What follows belongs to an exercise in optimizing a design on an open flow for small area, a short achievable clock period and few clock cycles per item; a production flow would make more cautious choices. For this run, only the layout was checked, not whether the RTL still works. Power is estimated from default activity; no workload was simulated.

`flow/flow/run.sh`:
```
#!/bin/bash
# The standard ORFS flow (standard.sh) with these changes:
#  - port buffers are sky130_fd_sc_hd__buf_2 cells instead of the default
#    delay buffers;
#  - before floorplanning, combinational cells start at drive strength 1
#    (flow/downsize.tcl); the flow's repair steps upsize where needed;
#  - extra make variables, one per line, from flow/make_args.txt if present.
# Each tool's log stays under orfs/logs/; make's own output goes to run_make.log.
set -euo pipefail
here=$(pwd)
extra=()
if [[ -f flow/make_args.txt ]]; then
  while IFS= read -r line; do
    [[ -n "$line" ]] && extra+=("$line")
  done < flow/make_args.txt
fi
bash standard.sh \
  "BUFFER_PORTS_ARGS=-buffer_cell sky130_fd_sc_hd__buf_2" \
  "PRE_FLOORPLAN_TCL=$here/flow/downsize.tcl" \
  "${extra[@]}" \
  finish > run_make.log 2>&1
```
`flow/flow/downsize.tcl`:
```
# PRE_FLOORPLAN hook: start every combinational cell of the synthesized netlist
# at drive strength 1; the flow's own repair steps upsize cells where timing
# or slew needs it. Flip-flops keep the cell synthesis gave them.
set n_down 0
foreach inst [get_cells *] {
  set ref [get_property $inst ref_name]
  if { [regexp {^(sky130_fd_sc_hd__[a-z0-9]+)_([0-9]+)$} $ref -> base size] } {
    if { $size <= 1 || [string match "*__df*" $base] || [string match "*__conb*" $base] } {
      continue
    }
    set cand [get_lib_cells -quiet */${base}_1]
    if { [llength $cand] > 0 } {
      replace_cell $inst [lindex $cand 0]
      incr n_down
    }
  }
}
puts "downsize.tcl: $n_down cells set to drive strength 1"
```
`flow/standard.sh`:
```
#!/bin/bash
# synth_recipe.tcl (not shown) runs the flow's synth.tcl, then flattens the netlist and writes it again
# the make line also repeats each setting of config.mk as NAME=value (left out here)
make -C /OpenROAD-flow-scripts/flow DESIGN_CONFIG=/design/flow/config.mk WORK_HOME=/design/flow/orfs CLKGATE_MAP_FILE= SYNTH_SCRIPT=/design/flow/synth_recipe.tcl "${@:-finish}"
```
`flow/config.mk`:
```
export PLATFORM = sky130hd
export DESIGN_NAME = Complex_Multiplier
export DESIGN_NICKNAME = Complex_Multiplier
export VERILOG_FILES = /design/flow/design.v
export SDC_FILE = /design/flow/constraint.sdc
export NUM_CORES = 4
export LEC_CHECK = 0
export CAP_MARGIN = 20
export CORE_MARGIN = 2
export CORE_UTILIZATION = 60
export CTS_BUF_LIST = sky130_fd_sc_hd__clkbuf_4 sky130_fd_sc_hd__clkbuf_8
export SETUP_SLACK_MARGIN = 1.2
export SLEW_MARGIN = 20
export SYNTH_HIERARCHICAL = 1
```
`flow/constraint.sdc`:
```
create_clock -name core_clock -period 5.0 [get_ports {clk}]
set_input_delay 1.0000 -clock core_clock [delete_from_list [all_inputs] [get_ports {clk}]]
set_output_delay 1.0000 -clock core_clock [all_outputs]
set_load 0.01 [all_outputs]
```
`flow/design.v`:
```
module Complex_Multiplier (
	input clk,
	input rst,
	input signed  [7:0] Re_in_1,
	input signed  [7:0] Im_in_1,
	input signed  [7:0] Re_in_2,
	input signed  [7:0] Im_in_2,
	input signed  [1:0] data_valid_in,
	output signed [15:0] Re_out,
	output signed [15:0] Im_out,
	output signed [1:0] data_valid_out
);
wire cone1, ctwo2, cnz3, cnegn4, cone5, ctwo6, cnz7, cnegn8, cone9, ctwo10, cnz11, cnegn12, cone13, ctwo14, cnz15, cnegn16, done17, dtwo18, dnz19, dnegn20, done21, dtwo22, dnz23, dnegn24, done25, dtwo26, dnz27, dnegn28, done29, dtwo30, dnz31, dnegn32, pp33, pp34, pp35, pp36, pp37, pp38, pp39, pp40, pp41, pp42, pp43, pp44, pp45, pp46, pp47, pp48, pp49, pp50, pp51, pp52, pp53, pp54, pp55, pp56, pp57, pp58, pp59, pp60, pp61, pp62, pp63, pp64, pp65, pp66, pp67, pp68, pp69, pp70, pp71, pp72, pp73, pp74, pp75, pp76, pp77, pp78, pp79, pp80, pp81, pp82, pp83, pp84, pp85, pp86, pp87, pp88, pp89, pp90, pp91, pp92, pp93, pp94, pp95, pp96, pp97, pp98, pp99, pp100, pp101, pp102, pp103, pp104, ci105, ci106, ci107, ci108, res109, rec110, res111, rec112, res113, rec114, res115, rec116, res117, rec118, res119, rec120, res121, rec122, res123, rec124, res125, rec126, res127, rec128, res129, rec130, res131, rec132, res133, rec134, res135, rec136, res137, rec138, res139, rec140, res141, rec142, res143, rec144, res145, rec146, res147, rec148, res149, rec150, res151, rec152, res153, rec154, res155, rec156, res157, rec158, res159, rec160, res161, rec162, res163, rec164, res165, rec166, res167, rec168, res169, rec170, res171, rec172, res173, rec174, res175, rec176, res177, rec178, res179, rec180, res181, rec182, res183, rec184, res185, rec186, res187, rec188, res189, rec190, res191, rec192, res193, rec194, res195, rec196, res197, rec198, res199, rec200, res201, rec202, res203, rec204, res205, rec206, res207, rec208, res209, rec210, res211, rec212, res213, rec214, res215, rec216, res217, rec218, res219, rec220, res221, rec222, res223, rec224, res225, rec226, res227, rec228, res229, rec230, res231, rec232, res233, rec234, res235, rec236, res237, rec238, res239, rec240, res241, rec242, pp243, pp244, pp245, pp246, pp247, pp248, pp249, pp250, pp251, pp252, pp253, pp254, pp255, pp256, pp257, pp258, pp259, pp260, pp261, pp262, pp263, pp264, pp265, pp266, pp267, pp268, pp269, pp270, pp271, pp272, pp273, pp274, pp275, pp276, pp277, pp278, pp279, pp280, pp281, pp282, pp283, pp284, pp285, pp286, pp287, pp288, pp289, pp290, pp291, pp292, pp293, pp294, pp295, pp296, pp297, pp298, pp299, pp300, pp301, pp302, pp303, pp304, pp305, pp306, pp307, pp308, pp309, pp310, pp311, pp312, pp313, pp314, ci315, ci316, ci317, ci318, ims319, imc320, ims321, imc322, ims323, imc324, ims325, imc326, ims327, imc328, ims329, imc330, ims331, imc332, ims333, imc334, ims335, imc336, ims337, imc338, ims339, imc340, ims341, imc342, ims343, imc344, ims345, imc346, ims347, imc348, ims349, imc350, ims351, imc352, ims353, imc354, ims355, imc356, ims357, imc358, ims359, imc360, ims361, imc362, ims363, imc364, ims365, imc366, ims367, imc368, ims369, imc370, ims371, imc372, ims373, imc374, ims375, imc376, ims377, imc378, ims379, imc380, ims381, imc382, ims383, imc384, ims385, imc386, ims387, imc388, ims389, imc390, ims391, imc392, ims393, imc394, ims395, imc396, ims397, imc398, ims399, imc400, ims401, imc402, ims403, imc404, ims405, imc406, ims407, imc408, ims409, imc410, ims411, imc412, ims413, imc414, ims415, imc416, ims417, imc418, ims419, imc420, ims421, imc422, ims423, imc424, ims425, imc426, ims427, imc428, ims429, imc430, ims431, imc432, ims433, imc434, ims435, imc436, ims437, imc438, ims439, imc440, ims441, imc442, ims443, imc444, ims445, imc446, ims447, imc448, ims449, imc450, ims451, imc452, relos453, reloc454, relos455, reloc456, relos457, reloc458, imlos459, imloc460, imlos461, imloc462, imlos463, imloc464;
cm_benc0 u_cone1 (.y1(Re_in_2[1]), .y0(Re_in_2[0]), .one(cone1), .two(ctwo2), .nz(cnz3));
assign cnegn4 = ~Re_in_2[1];
cm_benc u_cone5 (.y1(Re_in_2[3]), .y0(Re_in_2[2]), .ym(Re_in_2[1]), .one(cone5), .two(ctwo6), .nz(cnz7));
assign cnegn8 = ~Re_in_2[3];
cm_benc u_cone9 (.y1(Re_in_2[5]), .y0(Re_in_2[4]), .ym(Re_in_2[3]), .one(cone9), .two(ctwo10), .nz(cnz11));
assign cnegn12 = ~Re_in_2[5];
cm_benc u_cone13 (.y1(Re_in_2[7]), .y0(Re_in_2[6]), .ym(Re_in_2[5]), .one(cone13), .two(ctwo14), .nz(cnz15));
assign cnegn16 = ~Re_in_2[7];
cm_benc0 u_done17 (.y1(Im_in_2[1]), .y0(Im_in_2[0]), .one(done17), .two(dtwo18), .nz(dnz19));
assign dnegn20 = ~Im_in_2[1];
cm_benc u_done21 (.y1(Im_in_2[3]), .y0(Im_in_2[2]), .ym(Im_in_2[1]), .one(done21), .two(dtwo22), .nz(dnz23));
assign dnegn24 = ~Im_in_2[3];
cm_benc u_done25 (.y1(Im_in_2[5]), .y0(Im_in_2[4]), .ym(Im_in_2[3]), .one(done25), .two(dtwo26), .nz(dnz27));
assign dnegn28 = ~Im_in_2[5];
cm_benc u_done29 (.y1(Im_in_2[7]), .y0(Im_in_2[6]), .ym(Im_in_2[5]), .one(done29), .two(dtwo30), .nz(dnz31));
assign dnegn32 = ~Im_in_2[7];
cm_bsel1 u_pp33 (.e(cone1), .x(Re_in_1[0]), .n(Re_in_2[1]), .p(pp33));
cm_bsel2 u_pp34 (.e1(cone1), .x1(Re_in_1[1]), .e2(ctwo2), .x2(Re_in_1[0]), .n(Re_in_2[1]), .p(pp34));
cm_bsel2 u_pp35 (.e1(cone1), .x1(Re_in_1[2]), .e2(ctwo2), .x2(Re_in_1[1]), .n(Re_in_2[1]), .p(pp35));
cm_bsel2 u_pp36 (.e1(cone1), .x1(Re_in_1[3]), .e2(ctwo2), .x2(Re_in_1[2]), .n(Re_in_2[1]), .p(pp36));
cm_bsel2 u_pp37 (.e1(cone1), .x1(Re_in_1[4]), .e2(ctwo2), .x2(Re_in_1[3]), .n(Re_in_2[1]), .p(pp37));
cm_bsel2 u_pp38 (.e1(cone1), .x1(Re_in_1[5]), .e2(ctwo2), .x2(Re_in_1[4]), .n(Re_in_2[1]), .p(pp38));
cm_bsel2 u_pp39 (.e1(cone1), .x1(Re_in_1[6]), .e2(ctwo2), .x2(Re_in_1[5]), .n(Re_in_2[1]), .p(pp39));
cm_bsel2 u_pp40 (.e1(cone1), .x1(Re_in_1[7]), .e2(ctwo2), .x2(Re_in_1[6]), .n(Re_in_2[1]), .p(pp40));
cm_bsel1 u_pp41 (.e(cnz3), .x(Re_in_1[7]), .n(cnegn4), .p(pp41));
cm_bsel1 u_pp42 (.e(cone5), .x(Re_in_1[0]), .n(Re_in_2[3]), .p(pp42));
cm_bsel2 u_pp43 (.e1(cone5), .x1(Re_in_1[1]), .e2(ctwo6), .x2(Re_in_1[0]), .n(Re_in_2[3]), .p(pp43));
cm_bsel2 u_pp44 (.e1(cone5), .x1(Re_in_1[2]), .e2(ctwo6), .x2(Re_in_1[1]), .n(Re_in_2[3]), .p(pp44));
cm_bsel2 u_pp45 (.e1(cone5), .x1(Re_in_1[3]), .e2(ctwo6), .x2(Re_in_1[2]), .n(Re_in_2[3]), .p(pp45));
cm_bsel2 u_pp46 (.e1(cone5), .x1(Re_in_1[4]), .e2(ctwo6), .x2(Re_in_1[3]), .n(Re_in_2[3]), .p(pp46));
cm_bsel2 u_pp47 (.e1(cone5), .x1(Re_in_1[5]), .e2(ctwo6), .x2(Re_in_1[4]), .n(Re_in_2[3]), .p(pp47));
cm_bsel2 u_pp48 (.e1(cone5), .x1(Re_in_1[6]), .e2(ctwo6), .x2(Re_in_1[5]), .n(Re_in_2[3]), .p(pp48));
cm_bsel2 u_pp49 (.e1(cone5), .x1(Re_in_1[7]), .e2(ctwo6), .x2(Re_in_1[6]), .n(Re_in_2[3]), .p(pp49));
cm_bsel1 u_pp50 (.e(cnz7), .x(Re_in_1[7]), .n(cnegn8), .p(pp50));
cm_bsel1 u_pp51 (.e(cone9), .x(Re_in_1[0]), .n(Re_in_2[5]), .p(pp51));
cm_bsel2 u_pp52 (.e1(cone9), .x1(Re_in_1[1]), .e2(ctwo10), .x2(Re_in_1[0]), .n(Re_in_2[5]), .p(pp52));
cm_bsel2 u_pp53 (.e1(cone9), .x1(Re_in_1[2]), .e2(ctwo10), .x2(Re_in_1[1]), .n(Re_in_2[5]), .p(pp53));
cm_bsel2 u_pp54 (.e1(cone9), .x1(Re_in_1[3]), .e2(ctwo10), .x2(Re_in_1[2]), .n(Re_in_2[5]), .p(pp54));
cm_bsel2 u_pp55 (.e1(cone9), .x1(Re_in_1[4]), .e2(ctwo10), .x2(Re_in_1[3]), .n(Re_in_2[5]), .p(pp55));
cm_bsel2 u_pp56 (.e1(cone9), .x1(Re_in_1[5]), .e2(ctwo10), .x2(Re_in_1[4]), .n(Re_in_2[5]), .p(pp56));
cm_bsel2 u_pp57 (.e1(cone9), .x1(Re_in_1[6]), .e2(ctwo10), .x2(Re_in_1[5]), .n(Re_in_2[5]), .p(pp57));
cm_bsel2 u_pp58 (.e1(cone9), .x1(Re_in_1[7]), .e2(ctwo10), .x2(Re_in_1[6]), .n(Re_in_2[5]), .p(pp58));
cm_bsel1 u_pp59 (.e(cnz11), .x(Re_in_1[7]), .n(cnegn12), .p(pp59));
cm_bsel1 u_pp60 (.e(cone13), .x(Re_in_1[0]), .n(Re_in_2[7]), .p(pp60));
cm_bsel2 u_pp61 (.e1(cone13), .x1(Re_in_1[1]), .e2(ctwo14), .x2(Re_in_1[0]), .n(Re_in_2[7]), .p(pp61));
cm_bsel2 u_pp62 (.e1(cone13), .x1(Re_in_1[2]), .e2(ctwo14), .x2(Re_in_1[1]), .n(Re_in_2[7]), .p(pp62));
cm_bsel2 u_pp63 (.e1(cone13), .x1(Re_in_1[3]), .e2(ctwo14), .x2(Re_in_1[2]), .n(Re_in_2[7]), .p(pp63));
cm_bsel2 u_pp64 (.e1(cone13), .x1(Re_in_1[4]), .e2(ctwo14), .x2(Re_in_1[3]), .n(Re_in_2[7]), .p(pp64));
cm_bsel2 u_pp65 (.e1(cone13), .x1(Re_in_1[5]), .e2(ctwo14), .x2(Re_in_1[4]), .n(Re_in_2[7]), .p(pp65));
cm_bsel2 u_pp66 (.e1(cone13), .x1(Re_in_1[6]), .e2(ctwo14), .x2(Re_in_1[5]), .n(Re_in_2[7]), .p(pp66));
cm_bsel2 u_pp67 (.e1(cone13), .x1(Re_in_1[7]), .e2(ctwo14), .x2(Re_in_1[6]), .n(Re_in_2[7]), .p(pp67));
cm_bsel1 u_pp68 (.e(cnz15), .x(Re_in_1[7]), .n(cnegn16), .p(pp68));
cm_bsel1 u_pp69 (.e(done17), .x(Im_in_1[0]), .n(dnegn20), .p(pp69));
cm_bsel2 u_pp70 (.e1(done17), .x1(Im_in_1[1]), .e2(dtwo18), .x2(Im_in_1[0]), .n(dnegn20), .p(pp70));
cm_bsel2 u_pp71 (.e1(done17), .x1(Im_in_1[2]), .e2(dtwo18), .x2(Im_in_1[1]), .n(dnegn20), .p(pp71));
cm_bsel2 u_pp72 (.e1(done17), .x1(Im_in_1[3]), .e2(dtwo18), .x2(Im_in_1[2]), .n(dnegn20), .p(pp72));
cm_bsel2 u_pp73 (.e1(done17), .x1(Im_in_1[4]), .e2(dtwo18), .x2(Im_in_1[3]), .n(dnegn20), .p(pp73));
cm_bsel2 u_pp74 (.e1(done17), .x1(Im_in_1[5]), .e2(dtwo18), .x2(Im_in_1[4]), .n(dnegn20), .p(pp74));
cm_bsel2 u_pp75 (.e1(done17), .x1(Im_in_1[6]), .e2(dtwo18), .x2(Im_in_1[5]), .n(dnegn20), .p(pp75));
cm_bsel2 u_pp76 (.e1(done17), .x1(Im_in_1[7]), .e2(dtwo18), .x2(Im_in_1[6]), .n(dnegn20), .p(pp76));
cm_bsel1 u_pp77 (.e(dnz19), .x(Im_in_1[7]), .n(Im_in_2[1]), .p(pp77));
cm_bsel1 u_pp78 (.e(done21), .x(Im_in_1[0]), .n(dnegn24), .p(pp78));
cm_bsel2 u_pp79 (.e1(done21), .x1(Im_in_1[1]), .e2(dtwo22), .x2(Im_in_1[0]), .n(dnegn24), .p(pp79));
cm_bsel2 u_pp80 (.e1(done21), .x1(Im_in_1[2]), .e2(dtwo22), .x2(Im_in_1[1]), .n(dnegn24), .p(pp80));
cm_bsel2 u_pp81 (.e1(done21), .x1(Im_in_1[3]), .e2(dtwo22), .x2(Im_in_1[2]), .n(dnegn24), .p(pp81));
cm_bsel2 u_pp82 (.e1(done21), .x1(Im_in_1[4]), .e2(dtwo22), .x2(Im_in_1[3]), .n(dnegn24), .p(pp82));
cm_bsel2 u_pp83 (.e1(done21), .x1(Im_in_1[5]), .e2(dtwo22), .x2(Im_in_1[4]), .n(dnegn24), .p(pp83));
cm_bsel2 u_pp84 (.e1(done21), .x1(Im_in_1[6]), .e2(dtwo22), .x2(Im_in_1[5]), .n(dnegn24), .p(pp84));
cm_bsel2 u_pp85 (.e1(done21), .x1(Im_in_1[7]), .e2(dtwo22), .x2(Im_in_1[6]), .n(dnegn24), .p(pp85));
cm_bsel1 u_pp86 (.e(dnz23), .x(Im_in_1[7]), .n(Im_in_2[3]), .p(pp86));
cm_bsel1 u_pp87 (.e(done25), .x(Im_in_1[0]), .n(dnegn28), .p(pp87));
cm_bsel2 u_pp88 (.e1(done25), .x1(Im_in_1[1]), .e2(dtwo26), .x2(Im_in_1[0]), .n(dnegn28), .p(pp88));
cm_bsel2 u_pp89 (.e1(done25), .x1(Im_in_1[2]), .e2(dtwo26), .x2(Im_in_1[1]), .n(dnegn28), .p(pp89));
cm_bsel2 u_pp90 (.e1(done25), .x1(Im_in_1[3]), .e2(dtwo26), .x2(Im_in_1[2]), .n(dnegn28), .p(pp90));
cm_bsel2 u_pp91 (.e1(done25), .x1(Im_in_1[4]), .e2(dtwo26), .x2(Im_in_1[3]), .n(dnegn28), .p(pp91));
cm_bsel2 u_pp92 (.e1(done25), .x1(Im_in_1[5]), .e2(dtwo26), .x2(Im_in_1[4]), .n(dnegn28), .p(pp92));
cm_bsel2 u_pp93 (.e1(done25), .x1(Im_in_1[6]), .e2(dtwo26), .x2(Im_in_1[5]), .n(dnegn28), .p(pp93));
cm_bsel2 u_pp94 (.e1(done25), .x1(Im_in_1[7]), .e2(dtwo26), .x2(Im_in_1[6]), .n(dnegn28), .p(pp94));
cm_bsel1 u_pp95 (.e(dnz27), .x(Im_in_1[7]), .n(Im_in_2[5]), .p(pp95));
cm_bsel1 u_pp96 (.e(done29), .x(Im_in_1[0]), .n(dnegn32), .p(pp96));
cm_bsel2 u_pp97 (.e1(done29), .x1(Im_in_1[1]), .e2(dtwo30), .x2(Im_in_1[0]), .n(dnegn32), .p(pp97));
cm_bsel2 u_pp98 (.e1(done29), .x1(Im_in_1[2]), .e2(dtwo30), .x2(Im_in_1[1]), .n(dnegn32), .p(pp98));
cm_bsel2 u_pp99 (.e1(done29), .x1(Im_in_1[3]), .e2(dtwo30), .x2(Im_in_1[2]), .n(dnegn32), .p(pp99));
cm_bsel2 u_pp100 (.e1(done29), .x1(Im_in_1[4]), .e2(dtwo30), .x2(Im_in_1[3]), .n(dnegn32), .p(pp100));
cm_bsel2 u_pp101 (.e1(done29), .x1(Im_in_1[5]), .e2(dtwo30), .x2(Im_in_1[4]), .n(dnegn32), .p(pp101));
cm_bsel2 u_pp102 (.e1(done29), .x1(Im_in_1[6]), .e2(dtwo30), .x2(Im_in_1[5]), .n(dnegn32), .p(pp102));
cm_bsel2 u_pp103 (.e1(done29), .x1(Im_in_1[7]), .e2(dtwo30), .x2(Im_in_1[6]), .n(dnegn32), .p(pp103));
cm_bsel1 u_pp104 (.e(dnz31), .x(Im_in_1[7]), .n(Im_in_2[7]), .p(pp104));
assign ci105 = ~pp49;
assign ci106 = ~pp100;
assign ci107 = ~pp102;
assign ci108 = ~pp104;
cm_ha u_res109 (.a(Re_in_2[7]), .b(dnegn32), .s(res109), .co(rec110));
cm_fa u_res111 (.a(Re_in_2[5]), .b(dnegn28), .c(pp37), .s(res111), .co(rec112));
cm_ha u_res113 (.a(pp38), .b(pp45), .s(res113), .co(rec114));
cm_fa u_res115 (.a(res109), .b(pp39), .c(pp46), .s(res115), .co(rec116));
cm_fa u_res117 (.a(pp53), .b(pp60), .c(pp75), .s(res117), .co(rec118));
cm_fa u_res119 (.a(rec110), .b(pp40), .c(pp47), .s(res119), .co(rec120));
cm_fa u_res121 (.a(pp54), .b(pp61), .c(pp76), .s(res121), .co(rec122));
cm_ha u_res123 (.a(pp83), .b(pp90), .s(res123), .co(rec124));
cm_fa u_res125 (.a(pp41), .b(pp48), .c(pp55), .s(res125), .co(rec126));
cm_fa u_res127 (.a(pp62), .b(pp77), .c(pp84), .s(res127), .co(rec128));
cm_ha u_res129 (.a(pp91), .b(pp98), .s(res129), .co(rec130));
cm_fa u_res131 (.a(pp56), .b(pp63), .c(pp85), .s(res131), .co(rec132));
cm_ha u_res133 (.a(pp92), .b(pp99), .s(res133), .co(rec134));
cm_fa u_res135 (.a(pp49), .b(pp50), .c(pp57), .s(res135), .co(rec136));
cm_ha u_res137 (.a(pp64), .b(pp86), .s(res137), .co(rec138));
cm_ha u_res139 (.a(pp100), .b(pp101), .s(res139), .co(rec140));
cm_fa u_res141 (.a(Re_in_2[3]), .b(dnegn24), .c(pp35), .s(res141), .co(rec142));
cm_ha u_res143 (.a(pp36), .b(pp43), .s(res143), .co(rec144));
cm_fa u_res145 (.a(pp44), .b(pp51), .c(pp73), .s(res145), .co(rec146));
cm_ha u_res147 (.a(pp80), .b(pp87), .s(res147), .co(rec148));
cm_fa u_res149 (.a(pp52), .b(pp74), .c(pp81), .s(res149), .co(rec150));
cm_fa u_res151 (.a(pp88), .b(res113), .c(rec112), .s(res151), .co(rec152));
cm_fa u_res153 (.a(pp82), .b(pp89), .c(pp96), .s(res153), .co(rec154));
cm_fa u_res155 (.a(rec114), .b(res115), .c(res117), .s(res155), .co(rec156));
cm_fa u_res157 (.a(pp97), .b(res123), .c(rec116), .s(res157), .co(rec158));
cm_fa u_res159 (.a(rec118), .b(res119), .c(res121), .s(res159), .co(rec160));
cm_fa u_res161 (.a(rec124), .b(res129), .c(rec120), .s(res161), .co(rec162));
cm_fa u_res163 (.a(rec122), .b(res125), .c(res127), .s(res163), .co(rec164));
cm_fa u_res165 (.a(ci105), .b(rec130), .c(res133), .s(res165), .co(rec166));
cm_fa u_res167 (.a(rec126), .b(rec128), .c(res131), .s(res167), .co(rec168));
cm_fa u_res169 (.a(pp93), .b(ci106), .c(rec134), .s(res169), .co(rec170));
cm_fa u_res171 (.a(res137), .b(rec132), .c(res135), .s(res171), .co(rec172));
cm_fa u_res173 (.a(pp58), .b(pp65), .c(pp94), .s(res173), .co(rec174));
cm_fa u_res175 (.a(rec138), .b(res139), .c(rec136), .s(res175), .co(rec176));
cm_fa u_res177 (.a(pp59), .b(pp66), .c(pp95), .s(res177), .co(rec178));
cm_ha u_res179 (.a(ci107), .b(rec140), .s(res179), .co(rec180));
cm_ha u_res181 (.a(pp102), .b(pp103), .s(res181), .co(rec182));
cm_ha u_res183 (.a(Re_in_2[1]), .b(dnegn20), .s(res183), .co(rec184));
cm_ha u_res185 (.a(pp42), .b(pp71), .s(res185), .co(rec186));
cm_fa u_res187 (.a(pp72), .b(pp79), .c(res143), .s(res187), .co(rec188));
cm_fa u_res189 (.a(rec144), .b(res147), .c(res111), .s(res189), .co(rec190));
cm_fa u_res191 (.a(rec148), .b(rec146), .c(res149), .s(res191), .co(rec192));
cm_fa u_res193 (.a(rec150), .b(res153), .c(rec152), .s(res193), .co(rec194));
cm_fa u_res195 (.a(rec154), .b(rec156), .c(res157), .s(res195), .co(rec196));
cm_fa u_res197 (.a(rec158), .b(rec160), .c(res161), .s(res197), .co(rec198));
cm_fa u_res199 (.a(res165), .b(rec162), .c(rec164), .s(res199), .co(rec200));
cm_fa u_res201 (.a(rec166), .b(res169), .c(rec168), .s(res201), .co(rec202));
cm_fa u_res203 (.a(res173), .b(rec170), .c(rec172), .s(res203), .co(rec204));
cm_fa u_res205 (.a(rec174), .b(res179), .c(res177), .s(res205), .co(rec206));
cm_fa u_res207 (.a(pp67), .b(res181), .c(rec180), .s(res207), .co(rec208));
cm_ha u_res209 (.a(pp68), .b(ci108), .s(res209), .co(rec210));
cm_ha u_res211 (.a(res183), .b(pp33), .s(res211), .co(rec212));
cm_fa u_res213 (.a(rec184), .b(pp34), .c(pp70), .s(res213), .co(rec214));
cm_fa u_res215 (.a(pp78), .b(res185), .c(res141), .s(res215), .co(rec216));
cm_fa u_res217 (.a(rec186), .b(rec142), .c(res187), .s(res217), .co(rec218));
cm_fa u_res219 (.a(res145), .b(rec188), .c(res189), .s(res219), .co(rec220));
cm_fa u_res221 (.a(rec190), .b(res151), .c(res191), .s(res221), .co(rec222));
cm_fa u_res223 (.a(rec192), .b(res155), .c(res193), .s(res223), .co(rec224));
cm_fa u_res225 (.a(res159), .b(rec194), .c(res195), .s(res225), .co(rec226));
cm_fa u_res227 (.a(res163), .b(rec196), .c(res197), .s(res227), .co(rec228));
cm_fa u_res229 (.a(res167), .b(rec198), .c(res199), .s(res229), .co(rec230));
cm_fa u_res231 (.a(res171), .b(rec200), .c(res201), .s(res231), .co(rec232));
cm_fa u_res233 (.a(res175), .b(rec202), .c(res203), .s(res233), .co(rec234));
cm_fa u_res235 (.a(rec176), .b(res205), .c(rec204), .s(res235), .co(rec236));
cm_fa u_res237 (.a(rec178), .b(res207), .c(rec206), .s(res237), .co(rec238));
cm_fa u_res239 (.a(rec182), .b(res209), .c(rec208), .s(res239), .co(rec240));
cm_ha u_res241 (.a(pp104), .b(rec210), .s(res241), .co(rec242));
cm_bsel1 u_pp243 (.e(cone1), .x(Im_in_1[0]), .n(Re_in_2[1]), .p(pp243));
cm_bsel2 u_pp244 (.e1(cone1), .x1(Im_in_1[1]), .e2(ctwo2), .x2(Im_in_1[0]), .n(Re_in_2[1]), .p(pp244));
cm_bsel2 u_pp245 (.e1(cone1), .x1(Im_in_1[2]), .e2(ctwo2), .x2(Im_in_1[1]), .n(Re_in_2[1]), .p(pp245));
cm_bsel2 u_pp246 (.e1(cone1), .x1(Im_in_1[3]), .e2(ctwo2), .x2(Im_in_1[2]), .n(Re_in_2[1]), .p(pp246));
cm_bsel2 u_pp247 (.e1(cone1), .x1(Im_in_1[4]), .e2(ctwo2), .x2(Im_in_1[3]), .n(Re_in_2[1]), .p(pp247));
cm_bsel2 u_pp248 (.e1(cone1), .x1(Im_in_1[5]), .e2(ctwo2), .x2(Im_in_1[4]), .n(Re_in_2[1]), .p(pp248));
cm_bsel2 u_pp249 (.e1(cone1), .x1(Im_in_1[6]), .e2(ctwo2), .x2(Im_in_1[5]), .n(Re_in_2[1]), .p(pp249));
cm_bsel2 u_pp250 (.e1(cone1), .x1(Im_in_1[7]), .e2(ctwo2), .x2(Im_in_1[6]), .n(Re_in_2[1]), .p(pp250));
cm_bsel1 u_pp251 (.e(cnz3), .x(Im_in_1[7]), .n(cnegn4), .p(pp251));
cm_bsel1 u_pp252 (.e(cone5), .x(Im_in_1[0]), .n(Re_in_2[3]), .p(pp252));
cm_bsel2 u_pp253 (.e1(cone5), .x1(Im_in_1[1]), .e2(ctwo6), .x2(Im_in_1[0]), .n(Re_in_2[3]), .p(pp253));
cm_bsel2 u_pp254 (.e1(cone5), .x1(Im_in_1[2]), .e2(ctwo6), .x2(Im_in_1[1]), .n(Re_in_2[3]), .p(pp254));
cm_bsel2 u_pp255 (.e1(cone5), .x1(Im_in_1[3]), .e2(ctwo6), .x2(Im_in_1[2]), .n(Re_in_2[3]), .p(pp255));
cm_bsel2 u_pp256 (.e1(cone5), .x1(Im_in_1[4]), .e2(ctwo6), .x2(Im_in_1[3]), .n(Re_in_2[3]), .p(pp256));
cm_bsel2 u_pp257 (.e1(cone5), .x1(Im_in_1[5]), .e2(ctwo6), .x2(Im_in_1[4]), .n(Re_in_2[3]), .p(pp257));
cm_bsel2 u_pp258 (.e1(cone5), .x1(Im_in_1[6]), .e2(ctwo6), .x2(Im_in_1[5]), .n(Re_in_2[3]), .p(pp258));
cm_bsel2 u_pp259 (.e1(cone5), .x1(Im_in_1[7]), .e2(ctwo6), .x2(Im_in_1[6]), .n(Re_in_2[3]), .p(pp259));
cm_bsel1 u_pp260 (.e(cnz7), .x(Im_in_1[7]), .n(cnegn8), .p(pp260));
cm_bsel1 u_pp261 (.e(cone9), .x(Im_in_1[0]), .n(Re_in_2[5]), .p(pp261));
cm_bsel2 u_pp262 (.e1(cone9), .x1(Im_in_1[1]), .e2(ctwo10), .x2(Im_in_1[0]), .n(Re_in_2[5]), .p(pp262));
cm_bsel2 u_pp263 (.e1(cone9), .x1(Im_in_1[2]), .e2(ctwo10), .x2(Im_in_1[1]), .n(Re_in_2[5]), .p(pp263));
cm_bsel2 u_pp264 (.e1(cone9), .x1(Im_in_1[3]), .e2(ctwo10), .x2(Im_in_1[2]), .n(Re_in_2[5]), .p(pp264));
cm_bsel2 u_pp265 (.e1(cone9), .x1(Im_in_1[4]), .e2(ctwo10), .x2(Im_in_1[3]), .n(Re_in_2[5]), .p(pp265));
cm_bsel2 u_pp266 (.e1(cone9), .x1(Im_in_1[5]), .e2(ctwo10), .x2(Im_in_1[4]), .n(Re_in_2[5]), .p(pp266));
cm_bsel2 u_pp267 (.e1(cone9), .x1(Im_in_1[6]), .e2(ctwo10), .x2(Im_in_1[5]), .n(Re_in_2[5]), .p(pp267));
cm_bsel2 u_pp268 (.e1(cone9), .x1(Im_in_1[7]), .e2(ctwo10), .x2(Im_in_1[6]), .n(Re_in_2[5]), .p(pp268));
cm_bsel1 u_pp269 (.e(cnz11), .x(Im_in_1[7]), .n(cnegn12), .p(pp269));
cm_bsel1 u_pp270 (.e(cone13), .x(Im_in_1[0]), .n(Re_in_2[7]), .p(pp270));
cm_bsel2 u_pp271 (.e1(cone13), .x1(Im_in_1[1]), .e2(ctwo14), .x2(Im_in_1[0]), .n(Re_in_2[7]), .p(pp271));
cm_bsel2 u_pp272 (.e1(cone13), .x1(Im_in_1[2]), .e2(ctwo14), .x2(Im_in_1[1]), .n(Re_in_2[7]), .p(pp272));
cm_bsel2 u_pp273 (.e1(cone13), .x1(Im_in_1[3]), .e2(ctwo14), .x2(Im_in_1[2]), .n(Re_in_2[7]), .p(pp273));
cm_bsel2 u_pp274 (.e1(cone13), .x1(Im_in_1[4]), .e2(ctwo14), .x2(Im_in_1[3]), .n(Re_in_2[7]), .p(pp274));
cm_bsel2 u_pp275 (.e1(cone13), .x1(Im_in_1[5]), .e2(ctwo14), .x2(Im_in_1[4]), .n(Re_in_2[7]), .p(pp275));
cm_bsel2 u_pp276 (.e1(cone13), .x1(Im_in_1[6]), .e2(ctwo14), .x2(Im_in_1[5]), .n(Re_in_2[7]), .p(pp276));
cm_bsel2 u_pp277 (.e1(cone13), .x1(Im_in_1[7]), .e2(ctwo14), .x2(Im_in_1[6]), .n(Re_in_2[7]), .p(pp277));
cm_bsel1 u_pp278 (.e(cnz15), .x(Im_in_1[7]), .n(cnegn16), .p(pp278));
cm_bsel1 u_pp279 (.e(done17), .x(Re_in_1[0]), .n(Im_in_2[1]), .p(pp279));
cm_bsel2 u_pp280 (.e1(done17), .x1(Re_in_1[1]), .e2(dtwo18), .x2(Re_in_1[0]), .n(Im_in_2[1]), .p(pp280));
cm_bsel2 u_pp281 (.e1(done17), .x1(Re_in_1[2]), .e2(dtwo18), .x2(Re_in_1[1]), .n(Im_in_2[1]), .p(pp281));
cm_bsel2 u_pp282 (.e1(done17), .x1(Re_in_1[3]), .e2(dtwo18), .x2(Re_in_1[2]), .n(Im_in_2[1]), .p(pp282));
cm_bsel2 u_pp283 (.e1(done17), .x1(Re_in_1[4]), .e2(dtwo18), .x2(Re_in_1[3]), .n(Im_in_2[1]), .p(pp283));
cm_bsel2 u_pp284 (.e1(done17), .x1(Re_in_1[5]), .e2(dtwo18), .x2(Re_in_1[4]), .n(Im_in_2[1]), .p(pp284));
cm_bsel2 u_pp285 (.e1(done17), .x1(Re_in_1[6]), .e2(dtwo18), .x2(Re_in_1[5]), .n(Im_in_2[1]), .p(pp285));
cm_bsel2 u_pp286 (.e1(done17), .x1(Re_in_1[7]), .e2(dtwo18), .x2(Re_in_1[6]), .n(Im_in_2[1]), .p(pp286));
cm_bsel1 u_pp287 (.e(dnz19), .x(Re_in_1[7]), .n(dnegn20), .p(pp287));
cm_bsel1 u_pp288 (.e(done21), .x(Re_in_1[0]), .n(Im_in_2[3]), .p(pp288));
cm_bsel2 u_pp289 (.e1(done21), .x1(Re_in_1[1]), .e2(dtwo22), .x2(Re_in_1[0]), .n(Im_in_2[3]), .p(pp289));
cm_bsel2 u_pp290 (.e1(done21), .x1(Re_in_1[2]), .e2(dtwo22), .x2(Re_in_1[1]), .n(Im_in_2[3]), .p(pp290));
cm_bsel2 u_pp291 (.e1(done21), .x1(Re_in_1[3]), .e2(dtwo22), .x2(Re_in_1[2]), .n(Im_in_2[3]), .p(pp291));
cm_bsel2 u_pp292 (.e1(done21), .x1(Re_in_1[4]), .e2(dtwo22), .x2(Re_in_1[3]), .n(Im_in_2[3]), .p(pp292));
cm_bsel2 u_pp293 (.e1(done21), .x1(Re_in_1[5]), .e2(dtwo22), .x2(Re_in_1[4]), .n(Im_in_2[3]), .p(pp293));
cm_bsel2 u_pp294 (.e1(done21), .x1(Re_in_1[6]), .e2(dtwo22), .x2(Re_in_1[5]), .n(Im_in_2[3]), .p(pp294));
cm_bsel2 u_pp295 (.e1(done21), .x1(Re_in_1[7]), .e2(dtwo22), .x2(Re_in_1[6]), .n(Im_in_2[3]), .p(pp295));
cm_bsel1 u_pp296 (.e(dnz23), .x(Re_in_1[7]), .n(dnegn24), .p(pp296));
cm_bsel1 u_pp297 (.e(done25), .x(Re_in_1[0]), .n(Im_in_2[5]), .p(pp297));
cm_bsel2 u_pp298 (.e1(done25), .x1(Re_in_1[1]), .e2(dtwo26), .x2(Re_in_1[0]), .n(Im_in_2[5]), .p(pp298));
cm_bsel2 u_pp299 (.e1(done25), .x1(Re_in_1[2]), .e2(dtwo26), .x2(Re_in_1[1]), .n(Im_in_2[5]), .p(pp299));
cm_bsel2 u_pp300 (.e1(done25), .x1(Re_in_1[3]), .e2(dtwo26), .x2(Re_in_1[2]), .n(Im_in_2[5]), .p(pp300));
cm_bsel2 u_pp301 (.e1(done25), .x1(Re_in_1[4]), .e2(dtwo26), .x2(Re_in_1[3]), .n(Im_in_2[5]), .p(pp301));
cm_bsel2 u_pp302 (.e1(done25), .x1(Re_in_1[5]), .e2(dtwo26), .x2(Re_in_1[4]), .n(Im_in_2[5]), .p(pp302));
cm_bsel2 u_pp303 (.e1(done25), .x1(Re_in_1[6]), .e2(dtwo26), .x2(Re_in_1[5]), .n(Im_in_2[5]), .p(pp303));
cm_bsel2 u_pp304 (.e1(done25), .x1(Re_in_1[7]), .e2(dtwo26), .x2(Re_in_1[6]), .n(Im_in_2[5]), .p(pp304));
cm_bsel1 u_pp305 (.e(dnz27), .x(Re_in_1[7]), .n(dnegn28), .p(pp305));
cm_bsel1 u_pp306 (.e(done29), .x(Re_in_1[0]), .n(Im_in_2[7]), .p(pp306));
cm_bsel2 u_pp307 (.e1(done29), .x1(Re_in_1[1]), .e2(dtwo30), .x2(Re_in_1[0]), .n(Im_in_2[7]), .p(pp307));
cm_bsel2 u_pp308 (.e1(done29), .x1(Re_in_1[2]), .e2(dtwo30), .x2(Re_in_1[1]), .n(Im_in_2[7]), .p(pp308));
cm_bsel2 u_pp309 (.e1(done29), .x1(Re_in_1[3]), .e2(dtwo30), .x2(Re_in_1[2]), .n(Im_in_2[7]), .p(pp309));
cm_bsel2 u_pp310 (.e1(done29), .x1(Re_in_1[4]), .e2(dtwo30), .x2(Re_in_1[3]), .n(Im_in_2[7]), .p(pp310));
cm_bsel2 u_pp311 (.e1(done29), .x1(Re_in_1[5]), .e2(dtwo30), .x2(Re_in_1[4]), .n(Im_in_2[7]), .p(pp311));
cm_bsel2 u_pp312 (.e1(done29), .x1(Re_in_1[6]), .e2(dtwo30), .x2(Re_in_1[5]), .n(Im_in_2[7]), .p(pp312));
cm_bsel2 u_pp313 (.e1(done29), .x1(Re_in_1[7]), .e2(dtwo30), .x2(Re_in_1[6]), .n(Im_in_2[7]), .p(pp313));
cm_bsel1 u_pp314 (.e(dnz31), .x(Re_in_1[7]), .n(dnegn32), .p(pp314));
assign ci315 = ~pp259;
assign ci316 = ~pp259;
assign ci317 = ~pp269;
assign ci318 = ~pp278;
cm_ha u_ims319 (.a(Im_in_2[7]), .b(Re_in_2[7]), .s(ims319), .co(imc320));
cm_fa u_ims321 (.a(Im_in_2[5]), .b(Re_in_2[5]), .c(pp247), .s(ims321), .co(imc322));
cm_ha u_ims323 (.a(pp248), .b(pp255), .s(ims323), .co(imc324));
cm_fa u_ims325 (.a(ims319), .b(pp249), .c(pp256), .s(ims325), .co(imc326));
cm_fa u_ims327 (.a(pp263), .b(pp270), .c(pp285), .s(ims327), .co(imc328));
cm_fa u_ims329 (.a(imc320), .b(pp250), .c(pp257), .s(ims329), .co(imc330));
cm_fa u_ims331 (.a(pp264), .b(pp271), .c(pp286), .s(ims331), .co(imc332));
cm_ha u_ims333 (.a(pp293), .b(pp300), .s(ims333), .co(imc334));
cm_fa u_ims335 (.a(pp251), .b(pp258), .c(pp265), .s(ims335), .co(imc336));
cm_fa u_ims337 (.a(pp272), .b(pp287), .c(pp294), .s(ims337), .co(imc338));
cm_ha u_ims339 (.a(pp301), .b(pp308), .s(ims339), .co(imc340));
cm_fa u_ims341 (.a(pp266), .b(pp273), .c(pp295), .s(ims341), .co(imc342));
cm_ha u_ims343 (.a(pp302), .b(pp309), .s(ims343), .co(imc344));
cm_fa u_ims345 (.a(pp260), .b(pp267), .c(pp274), .s(ims345), .co(imc346));
cm_ha u_ims347 (.a(pp296), .b(pp303), .s(ims347), .co(imc348));
cm_ha u_ims349 (.a(pp259), .b(pp268), .s(ims349), .co(imc350));
cm_fa u_ims351 (.a(Im_in_2[3]), .b(Re_in_2[3]), .c(pp245), .s(ims351), .co(imc352));
cm_ha u_ims353 (.a(pp246), .b(pp253), .s(ims353), .co(imc354));
cm_fa u_ims355 (.a(pp254), .b(pp261), .c(pp283), .s(ims355), .co(imc356));
cm_ha u_ims357 (.a(pp290), .b(pp297), .s(ims357), .co(imc358));
cm_fa u_ims359 (.a(pp262), .b(pp284), .c(pp291), .s(ims359), .co(imc360));
cm_fa u_ims361 (.a(pp298), .b(ims323), .c(imc322), .s(ims361), .co(imc362));
cm_fa u_ims363 (.a(pp292), .b(pp299), .c(pp306), .s(ims363), .co(imc364));
cm_fa u_ims365 (.a(imc324), .b(ims325), .c(ims327), .s(ims365), .co(imc366));
cm_fa u_ims367 (.a(pp307), .b(ims333), .c(imc326), .s(ims367), .co(imc368));
cm_fa u_ims369 (.a(imc328), .b(ims329), .c(ims331), .s(ims369), .co(imc370));
cm_fa u_ims371 (.a(imc334), .b(ims339), .c(imc330), .s(ims371), .co(imc372));
cm_fa u_ims373 (.a(imc332), .b(ims335), .c(ims337), .s(ims373), .co(imc374));
cm_fa u_ims375 (.a(ci315), .b(imc340), .c(ims343), .s(ims375), .co(imc376));
cm_fa u_ims377 (.a(imc336), .b(imc338), .c(ims341), .s(ims377), .co(imc378));
cm_fa u_ims379 (.a(pp310), .b(ci316), .c(imc344), .s(ims379), .co(imc380));
cm_fa u_ims381 (.a(ims347), .b(imc342), .c(ims345), .s(ims381), .co(imc382));
cm_fa u_ims383 (.a(pp275), .b(pp304), .c(pp311), .s(ims383), .co(imc384));
cm_fa u_ims385 (.a(imc348), .b(ims349), .c(imc346), .s(ims385), .co(imc386));
cm_fa u_ims387 (.a(pp276), .b(pp305), .c(pp312), .s(ims387), .co(imc388));
cm_ha u_ims389 (.a(ci317), .b(imc350), .s(ims389), .co(imc390));
cm_ha u_ims391 (.a(pp269), .b(pp277), .s(ims391), .co(imc392));
cm_ha u_ims393 (.a(Im_in_2[1]), .b(Re_in_2[1]), .s(ims393), .co(imc394));
cm_ha u_ims395 (.a(pp252), .b(pp281), .s(ims395), .co(imc396));
cm_fa u_ims397 (.a(pp282), .b(pp289), .c(ims353), .s(ims397), .co(imc398));
cm_fa u_ims399 (.a(imc354), .b(ims357), .c(ims321), .s(ims399), .co(imc400));
cm_fa u_ims401 (.a(imc358), .b(imc356), .c(ims359), .s(ims401), .co(imc402));
cm_fa u_ims403 (.a(imc360), .b(ims363), .c(imc362), .s(ims403), .co(imc404));
cm_fa u_ims405 (.a(imc364), .b(imc366), .c(ims367), .s(ims405), .co(imc406));
cm_fa u_ims407 (.a(imc368), .b(imc370), .c(ims371), .s(ims407), .co(imc408));
cm_fa u_ims409 (.a(ims375), .b(imc372), .c(imc374), .s(ims409), .co(imc410));
cm_fa u_ims411 (.a(imc376), .b(ims379), .c(imc378), .s(ims411), .co(imc412));
cm_fa u_ims413 (.a(ims383), .b(imc380), .c(imc382), .s(ims413), .co(imc414));
cm_fa u_ims415 (.a(imc384), .b(ims389), .c(ims387), .s(ims415), .co(imc416));
cm_fa u_ims417 (.a(pp313), .b(ims391), .c(imc390), .s(ims417), .co(imc418));
cm_ha u_ims419 (.a(pp314), .b(ci318), .s(ims419), .co(imc420));
cm_ha u_ims421 (.a(ims393), .b(pp243), .s(ims421), .co(imc422));
cm_fa u_ims423 (.a(imc394), .b(pp244), .c(pp280), .s(ims423), .co(imc424));
cm_fa u_ims425 (.a(pp288), .b(ims395), .c(ims351), .s(ims425), .co(imc426));
cm_fa u_ims427 (.a(imc396), .b(imc352), .c(ims397), .s(ims427), .co(imc428));
cm_fa u_ims429 (.a(ims355), .b(imc398), .c(ims399), .s(ims429), .co(imc430));
cm_fa u_ims431 (.a(imc400), .b(ims361), .c(ims401), .s(ims431), .co(imc432));
cm_fa u_ims433 (.a(imc402), .b(ims365), .c(ims403), .s(ims433), .co(imc434));
cm_fa u_ims435 (.a(ims369), .b(imc404), .c(ims405), .s(ims435), .co(imc436));
cm_fa u_ims437 (.a(ims373), .b(imc406), .c(ims407), .s(ims437), .co(imc438));
cm_fa u_ims439 (.a(ims377), .b(imc408), .c(ims409), .s(ims439), .co(imc440));
cm_fa u_ims441 (.a(ims381), .b(imc410), .c(ims411), .s(ims441), .co(imc442));
cm_fa u_ims443 (.a(ims385), .b(imc412), .c(ims413), .s(ims443), .co(imc444));
cm_fa u_ims445 (.a(imc386), .b(ims415), .c(imc414), .s(ims445), .co(imc446));
cm_fa u_ims447 (.a(imc388), .b(ims417), .c(imc416), .s(ims447), .co(imc448));
cm_fa u_ims449 (.a(imc392), .b(ims419), .c(imc418), .s(ims449), .co(imc450));
cm_ha u_ims451 (.a(pp278), .b(imc420), .s(ims451), .co(imc452));
cm_ha u_relos453 (.a(pp69), .b(res211), .s(relos453), .co(reloc454));
cm_fa u_relos455 (.a(rec212), .b(res213), .c(reloc454), .s(relos455), .co(reloc456));
cm_fa u_relos457 (.a(rec214), .b(res215), .c(reloc456), .s(relos457), .co(reloc458));
cm_ha u_imlos459 (.a(pp279), .b(ims421), .s(imlos459), .co(imloc460));
cm_fa u_imlos461 (.a(imc422), .b(ims423), .c(imloc460), .s(imlos461), .co(imloc462));
cm_fa u_imlos463 (.a(imc424), .b(ims425), .c(imloc462), .s(imlos463), .co(imloc464));
reg vld_q;
always @(posedge clk) vld_q <= ~rst & (|data_valid_in);
assign data_valid_out = {1'b0, vld_q};
wire [15:0] re_r0 = {res241, res239, res237, rec234, rec232, rec230, rec228, rec226, rec224, rec222, rec220, rec218, rec216, rec214, rec212, pp69};
wire [15:0] re_r1 = {rec240, rec238, rec236, res235, res233, res231, res229, res227, res225, res223, res221, res219, res217, res215, res213, res211};
reg [2:0] re_lo_q;
always @(posedge clk) re_lo_q <= {relos457, relos455, relos453};
reg re_q0_3;
always @(posedge clk) re_q0_3 <= rec216;
reg re_q0_4;
always @(posedge clk) re_q0_4 <= rec218;
reg re_q0_5;
always @(posedge clk) re_q0_5 <= rec220;
reg re_q0_6;
always @(posedge clk) re_q0_6 <= rec222;
reg re_q0_7;
always @(posedge clk) re_q0_7 <= rec224;
reg re_q0_8;
always @(posedge clk) re_q0_8 <= rec226;
reg re_q0_9;
always @(posedge clk) re_q0_9 <= rec228;
reg re_q0_10;
always @(posedge clk) re_q0_10 <= rec230;
reg re_q0_11;
always @(posedge clk) re_q0_11 <= rec232;
reg re_q0_12;
always @(posedge clk) re_q0_12 <= rec234;
reg re_q0_13;
always @(posedge clk) re_q0_13 <= res237;
reg re_q0_14;
always @(posedge clk) re_q0_14 <= res239;
reg re_q0_15;
always @(posedge clk) re_q0_15 <= res241;
reg re_q1_3;
always @(posedge clk) re_q1_3 <= res217;
reg re_q1_4;
always @(posedge clk) re_q1_4 <= res219;
reg re_q1_5;
always @(posedge clk) re_q1_5 <= res221;
reg re_q1_6;
always @(posedge clk) re_q1_6 <= res223;
reg re_q1_7;
always @(posedge clk) re_q1_7 <= res225;
reg re_q1_8;
always @(posedge clk) re_q1_8 <= res227;
reg re_q1_9;
always @(posedge clk) re_q1_9 <= res229;
reg re_q1_10;
always @(posedge clk) re_q1_10 <= res231;
reg re_q1_11;
always @(posedge clk) re_q1_11 <= res233;
reg re_q1_12;
always @(posedge clk) re_q1_12 <= res235;
reg re_q1_13;
always @(posedge clk) re_q1_13 <= rec236;
reg re_q1_14;
always @(posedge clk) re_q1_14 <= rec238;
reg re_q1_15;
always @(posedge clk) re_q1_15 <= rec240;
reg re_cy_q;
always @(posedge clk) re_cy_q <= reloc458;
assign Re_out = {{re_q0_15, re_q0_14, re_q0_13, re_q0_12, re_q0_11, re_q0_10, re_q0_9, re_q0_8, re_q0_7, re_q0_6, re_q0_5, re_q0_4, re_q0_3} + {re_q1_15, re_q1_14, re_q1_13, re_q1_12, re_q1_11, re_q1_10, re_q1_9, re_q1_8, re_q1_7, re_q1_6, re_q1_5, re_q1_4, re_q1_3} + re_cy_q, re_lo_q};
wire [15:0] im_r0 = {ims451, ims449, ims447, imc444, imc442, imc440, imc438, imc436, imc434, imc432, imc430, imc428, imc426, imc424, imc422, pp279};
wire [15:0] im_r1 = {imc450, imc448, imc446, ims445, ims443, ims441, ims439, ims437, ims435, ims433, ims431, ims429, ims427, ims425, ims423, ims421};
reg [2:0] im_lo_q;
always @(posedge clk) im_lo_q <= {imlos463, imlos461, imlos459};
reg im_q0_3;
always @(posedge clk) im_q0_3 <= imc426;
reg im_q0_4;
always @(posedge clk) im_q0_4 <= imc428;
reg im_q0_5;
always @(posedge clk) im_q0_5 <= imc430;
reg im_q0_6;
always @(posedge clk) im_q0_6 <= imc432;
reg im_q0_7;
always @(posedge clk) im_q0_7 <= imc434;
reg im_q0_8;
always @(posedge clk) im_q0_8 <= imc436;
reg im_q0_9;
always @(posedge clk) im_q0_9 <= imc438;
reg im_q0_10;
always @(posedge clk) im_q0_10 <= imc440;
reg im_q0_11;
always @(posedge clk) im_q0_11 <= imc442;
reg im_q0_12;
always @(posedge clk) im_q0_12 <= imc444;
reg im_q0_13;
always @(posedge clk) im_q0_13 <= ims447;
reg im_q0_14;
always @(posedge clk) im_q0_14 <= ims449;
reg im_q0_15;
always @(posedge clk) im_q0_15 <= ims451;
reg im_q1_3;
always @(posedge clk) im_q1_3 <= ims427;
reg im_q1_4;
always @(posedge clk) im_q1_4 <= ims429;
reg im_q1_5;
always @(posedge clk) im_q1_5 <= ims431;
reg im_q1_6;
always @(posedge clk) im_q1_6 <= ims433;
reg im_q1_7;
always @(posedge clk) im_q1_7 <= ims435;
reg im_q1_8;
always @(posedge clk) im_q1_8 <= ims437;
reg im_q1_9;
always @(posedge clk) im_q1_9 <= ims439;
reg im_q1_10;
always @(posedge clk) im_q1_10 <= ims441;
reg im_q1_11;
always @(posedge clk) im_q1_11 <= ims443;
reg im_q1_12;
always @(posedge clk) im_q1_12 <= ims445;
reg im_q1_13;
always @(posedge clk) im_q1_13 <= imc446;
reg im_q1_14;
always @(posedge clk) im_q1_14 <= imc448;
reg im_q1_15;
always @(posedge clk) im_q1_15 <= imc450;
reg im_cy_q;
always @(posedge clk) im_cy_q <= imloc464;
assign Im_out = {{im_q0_15, im_q0_14, im_q0_13, im_q0_12, im_q0_11, im_q0_10, im_q0_9, im_q0_8, im_q0_7, im_q0_6, im_q0_5, im_q0_4, im_q0_3} + {im_q1_15, im_q1_14, im_q1_13, im_q1_12, im_q1_11, im_q1_10, im_q1_9, im_q1_8, im_q1_7, im_q1_6, im_q1_5, im_q1_4, im_q1_3} + im_cy_q, im_lo_q};
endmodule
module cm_fa (input a, input b, input c, output s, output co);
  assign s = a ^ b ^ c;
  assign co = (a & b) | (a & c) | (b & c);
endmodule
module cm_bsel1 (input e, input x, input n, output p);
  assign p = (e & x) ^ n;
endmodule
module cm_bsel2 (input e1, input x1, input e2, input x2, input n, output p);
  assign p = ((e1 & x1) | (e2 & x2)) ^ n;
endmodule
module cm_benc (input y1, input y0, input ym, output one, output two, output nz);
  assign one = y0 ^ ym;
  assign two = (y1 & ~y0 & ~ym) | (~y1 & y0 & ym);
  assign nz = ~(y1 & y0 & ym) & (y1 | y0 | ym);
endmodule
module cm_benc0 (input y1, input y0, output one, output two, output nz);
  assign one = y0;
  assign two = y1 & ~y0;
  assign nz = y1 | y0;
endmodule
module cm_ha (input a, input b, output s, output co);
  assign s = a ^ b;
  assign co = a & b;
endmodule
```
==> flow_summary.yaml <==
global_route:
  grt_max_degree: 29
  antenna_found_initial: 0
  grt_overflow: 0
  grt_pass1_vias: 5936
  grt_pass1_wl_mm: 30.1
  grtUsageTotal: 0.294
cts:
  root_buffer: "clkbuf_8"
  h-tree-depth: 3
  ctsHoldBuffers: 0
  cts_num_sinks: 61
  path_clk_slew_ps: 70
  cts_tree: "done"
  clock_path_buffers: 2
  cts_buffers: 9
route:
  vias: 6075
  viasPerCell: 6.11
  drc: 0
  drt_iter0_drc: 494
  drt_wl_total_mm: 18.4
  ant_nets: 0
  dr.pass1.iters: 6
  wl_per_cell_um: 18.5
final_layout:
  drive_above_1_share: 0.171
  reg_top3: "im_lo_q (3), re_lo_q (3)"
  antenna_cells: 0
  regArea_um2: 1220
  nFillCells: 981
  final_nets: 1023
  multi_input_area_um2: 6380
  fin_util: 0.716
placed_design:
  place_congestion: 0.877
  dp_hpwl_mm: 13.6
  portBuffers: 68
worst_setup_path:
  slowest_delay_ps: 560
  worstSetupPathType: "primary input to flip-flop"
  worstPathRequired_ps: 5240
  cp.arrival_ps: 3960
  start_kind: "primary input"
  worstSetupEndpointType: "flip-flop"
  crit_slowest_cell: "fa_1"
  cp_max_fo: 16
  cpMostUsedCell: "fa_1"
  path_cells: "clkbuf_4, buf_6, xor2_2, buf_4, a22oi_1, xnor2_1, ha_1, fa_1, fa_1, fa_1"
floorplanning:
  core_region_area_um2: 12100
  die_w_um: 116
  fp.dieArea_um2: 13400
  fp.dieH_um: 116
  boundaryPins: 70
  initial_core_util: 0.620
  placementRows: 40
timing:
  tns_ps: 0
  period_minus_slack_ps: 3720
  worst_slew_pin_slew_ps: 579
  fmax_mhz: 269
  whs_ps: 776
  slew_headroom: 0.613
  fin_crit_sh: 0.744
  hold_viol_final: 0
  grt_setup_unrepaired: "true"
  setup_viol: 0
  slew_violations: 0
power:
  power-per-cell-area_nw_per_um2: 580
  ir_drop_mv: 0.581
  total_leakage_power_uw: 0.00355
synthesis:
  ys_warn_count: 7
  syn_inst: 713
  synth_nets: 915
min_path:
  min-delay-path-class: "primary input to flip-flop"
run:
  cap_violations: 0
run_status:
  status: "timing/DRC/antenna clean"
[metrics by stage]
stage / worst slack, ps / area [um^2] / power [uW] / instances
6_report: 1280 / 8680 / 5030 / 994
5_1_grt: 1190 / 8680 / 5590 / 994
4_1_cts: 1130 / 8520 / 5040 / 984
3_5_place_dp: 606 / 8290 / 4540 / 968
3_3_place_gp: 670 / 8290 / 4430 / 968
2_1_floorplan: 1210 / 7580 / 3490 / 713
[what timing repair did]
| item | CTS | global route |
|---|---|---|
| endpoints found under the setup margin | 26 | 22 |
| setup buffers | 0 | 10 |
| resized for setup | 8 | 15 |
| pin swaps | 1 | 6 |
[worst paths after layout]
kind | cells past startpoint | to | slack (ps) | start
worst max-delay path | 10 | re_q1_9 | 1280 | Im_in_2[3]
worst min-delay path | 2 | vld_q | 780 | rst
[where the power goes]
group          leakage, uW  internal [uW]  total [uW]  switching (uW)
logic              0.00294           1700        3730            2020
clock network    0.0000918            231         447             216
registers         0.000514            773         857            83.6
total              0.00355           2710        5030            2320
[metal layers]
layer / vias up / routed length, um / global-route usage
met3: 27 / 1570 / 0.0565
met5: - / 0 / 0
met4: 0 / 262 / 0.0746
met1: 3014 / 8030 / 0.425
met2: 285 / 8550 / 0.457
li1: 2749 / - / -
[cell type report]
| cell class | count | area share |
|---|---|---|
| clock buffer | 9 | 0.0143 |
| tap | 168 | 0.0242 |
| multi-input combinational | 632 | 0.735 |
| inverter | 15 | 0.00649 |
| sequential | 61 | 0.141 |
| clock inverter | 7 | 0.00865 |
| timing repair buffer | 102 | 0.0707 |
[worst max-delay path, delay by kind of cell]
family,cells,cell delay (ps)
xor+xnor,2,310
fa+ha+maj,4,1810
compound gates,1,130
buf+inv,3,700
[placed cells by master (no fill, tap or decap), drive strengths merged, types with 2 or more instances in the layout]
| cell | count |
|---|---|
| nand2 | 49 |
| a311oi | 2 |
| buf | 100 |
| a211oi | 3 |
| nor2b | 4 |
| o21ai | 13 |
| clkbuf | 11 |
| nand2b | 8 |
| o21bai | 2 |
| o31ai | 2 |
| nand3b | 7 |
| and4 | 2 |
| dfxtp | 61 |
| clkinv | 2 |
| nor2 | 23 |
| clkinvlp | 3 |
| nand4 | 2 |
| xor2 | 13 |
| inv | 16 |
| a21oi | 20 |
| or2 | 2 |
| nor3 | 11 |
| nand3 | 3 |
| a22oi | 112 |
| xnor2 | 156 |
| ha | 56 |
| fa | 110 |
| and3 | 8 |
| a21o | 9 |
| o41ai | 2 |
| mux2i | 2 |

## what the ideal ports hide
In the flow no input, the clock included, has a driving cell. The finished layout below was timed again as built, in two steps. Step 1 sets driving cells, clkbuf_16 on the clock port and buf_2 on the other inputs (assumed; they add their load-dependent delay and slew). Step 2 adds t to the input delays and takes it off the output delays; t is the mean of the earliest and latest rising clock arrival at the registers after step 1. Input paths then give back, and output paths get back, about the clock's delay inside the block. Slacks: ideal ports / drivers / drivers and shift; pairs: ideal ports / drivers.
shift t [ns]: 0.400
slack for setup (ns): 1.281 / 1.263 / 0.891
slew at the worst register clock pin (ns): 0.08 / 0.08
After both steps this run still meets setup and hold. For this run, drivers alone change the setup slack by -0.018 ns; drivers and shift together by -0.390 ns.
